This is an optimization exercise on Yosys and OpenROAD, whose aim is a short achievable clock period and few clock cycles per item, not a production implementation.
In this exercise RTL edits were held to simulation tests only and were not proved equivalent to the original.
Power figures rest on the tool's default switching activity, not on a simulated workload.

Design cpu, start of the top module:
module cpu(
	input clk,
	input rst,
	output reg [31:0] address,
	input [31:0] dataIn,
	output reg [31:0] dataOut,
	output reg writeEnable,
	output reg [3:0] writeMask,
	output reg transactionBegin,
	input transactionEnd
);
Size: about 4400 cells after synthesis, roughly 470 flip-flops, roughly 110 I/O pins.
==> flow/config.mk <==
export PLATFORM = sky130hd
export DESIGN_NAME = cpu
export DESIGN_NICKNAME = cpu
export VERILOG_FILES = /design/flow/design.v
export SDC_FILE = /design/flow/constraint.sdc
export NUM_CORES = 4
export LEC_CHECK = 0
export ABC_CLOCK_PERIOD_IN_PS = 2500
export CAP_MARGIN = 20
export CORE_MARGIN = 2
export CORE_UTILIZATION = 25
export PLACE_DENSITY = 0.45
export SETUP_SLACK_MARGIN = 5
export SLEW_MARGIN = 20
export TNS_END_PERCENT = 100
==> flow/constraint.sdc <==
create_clock -name core_clock -period 8.0 [get_ports {clk}]
set_input_delay 1.6000 -clock core_clock [delete_from_list [all_inputs] [get_ports {clk}]]
set_output_delay 1.6000 -clock core_clock [all_outputs]
set_load 0.01 [all_outputs]
standard.sh (not shown) runs the stock make flow with config.mk's settings and CLKGATE_MAP_FILE= SYNTH_SCRIPT=/design/flow/synth_recipe.tcl, a recipe that flattens the netlist after the stock synthesis.
==> flow/flow/run.sh <==
#!/bin/bash
# The standard layout (the standard.sh: ORFS synthesis to final layout),
# with ORFS's timing repair aimed further below the clock period: the repair
# margin SETUP_SLACK_MARGIN is raised from 5 ns to 6 ns. Everything else,
# including the synthesis, the clock period and the constraints, is the
# standard flow's. The full output of the flow goes to flow.log.
set -euo pipefail
sed 's/SETUP_SLACK_MARGIN=[0-9.]*/SETUP_SLACK_MARGIN=6/' standard.sh > standard_margin.sh
grep -q 'SETUP_SLACK_MARGIN=6' standard_margin.sh
bash standard_margin.sh > flow.log 2>&1
The baseline ran to the end with no violations.
Testbench counts at the start, summed over its fixed seeds: cycles 259,151, transactions 96,000.
Change:
==> flow/run.sh (new file) <==
#!/bin/bash
# synth_recipe.tcl (not shown) runs the flow's synth.tcl, then flattens the netlist and writes it again
# the make line also repeats each setting of config.mk as NAME=value (left out here)
make -C /OpenROAD-flow-scripts/flow DESIGN_CONFIG=/design/flow/config.mk WORK_HOME=/design/flow/orfs CLKGATE_MAP_FILE= SYNTH_SCRIPT=/design/flow/synth_recipe.tcl finish
removed: flow/flow/run.sh
removed: flow/standard.sh
=> First-iteration DRC count decreases by 5.0%; total power fell by 4.2%; setup slack degrades by 18 ps; global-route usage came out lower by 2.4 points; clock-buffer cell count fell by 5.
Change:
==> flow/flow/run.sh (new file) <==
#!/bin/bash
# The standard layout (the standard.sh: ORFS synthesis to final layout),
# with ORFS's timing repair aimed further below the clock period: the repair
# margin SETUP_SLACK_MARGIN is raised from 5 ns to 10 ns. Everything else,
# including the synthesis, the clock period and the constraints, is the
# standard flow's. The full output of the flow goes to flow.log.
set -euo pipefail
sed 's/SETUP_SLACK_MARGIN=[0-9.]*/SETUP_SLACK_MARGIN=10/' standard.sh > standard_margin.sh
grep -q 'SETUP_SLACK_MARGIN=10' standard_margin.sh
bash standard_margin.sh > flow.log 2>&1
==> flow/standard.sh (new file) <==
#!/bin/bash
# synth_recipe.tcl (not shown) runs the flow's synth.tcl, then flattens the netlist and writes it again
# the make line also repeats each setting of config.mk as NAME=value (left out here)
make -C /OpenROAD-flow-scripts/flow DESIGN_CONFIG=/design/flow/config.mk WORK_HOME=/design/flow/orfs CLKGATE_MAP_FILE= SYNTH_SCRIPT=/design/flow/synth_recipe.tcl "${@:-finish}"
removed: flow/run.sh
Effect: The changed run produced a clean layout; clock power went down by about 3%; clock skew came out lower by 4.7 ps; power came out higher by 7.6%; sequential power stays flat; register-to-register slack degrades by 30 ps; routed wire length came out higher by 20%; non-clock buffer count came out higher by 465; utilization rose by 9.3 points.
Change:
==> flow/flow/run.sh (replaced) <==
#!/bin/bash
# The standard layout (the standard.sh: ORFS synthesis to final layout),
# with ORFS's timing repair aimed further below the clock period: the repair
# margin SETUP_SLACK_MARGIN is raised from 5 ns to 8 ns. Everything else,
# including the synthesis, the clock period and the constraints, is the
# standard flow's. The full output of the flow goes to flow.log.
set -euo pipefail
sed 's/SETUP_SLACK_MARGIN=[0-9.]*/SETUP_SLACK_MARGIN=8/' standard.sh > standard_margin.sh
grep -q 'SETUP_SLACK_MARGIN=8' standard_margin.sh
bash standard_margin.sh > flow.log 2>&1
Synthesized cell count does not change. Design area does not change. Routed wire length is unchanged. Worst hold slack does not change. Core utilization stays the same. Fmax is unchanged. Area after synthesis stays the same. Critical path depth is unchanged. Total power does not change.

-- afterwards: timing with drivers on the ports --
Ports are ideal in the flow. The routed layouts listed here were re-timed in OpenROAD.
Step 1 assumes that a clkbuf_16 drives the clock port and a buf_2 every other input.
Step 2 also shifts input and output timing later by t, the mid clock arrival at the registers, as if the neighbouring blocks saw the same clock.
Three values: ideal, step 1, step 2; two values: the first two.
run | t, ns | setup WS [ns] | latest minus earliest clock arrival (ns) | worst slew at a driven data input, ns | pins driven straight from the clock port
the first run | 0.778 | 4.902 / 4.906 / 4.162 | 0.034 / 0.033 | 0.15 | 1
the second run | 0.766 | 4.884 / 4.935 / 4.169 | 0.034 / 0.035 | 0.09 | 1
the third run | 0.776 | 4.922 / 4.922 / 4.219 | 0.029 / 0.029 | 0.25 | 1
the fourth run | 0.776 | 4.922 / 4.922 / 4.219 | 0.029 / 0.029 | 0.25 | 1
After both steps setup and hold are still met in every run listed. For the first run, which loses most, drivers alone change the setup slack by +0.004 ns; drivers and shift together by -0.740 ns.
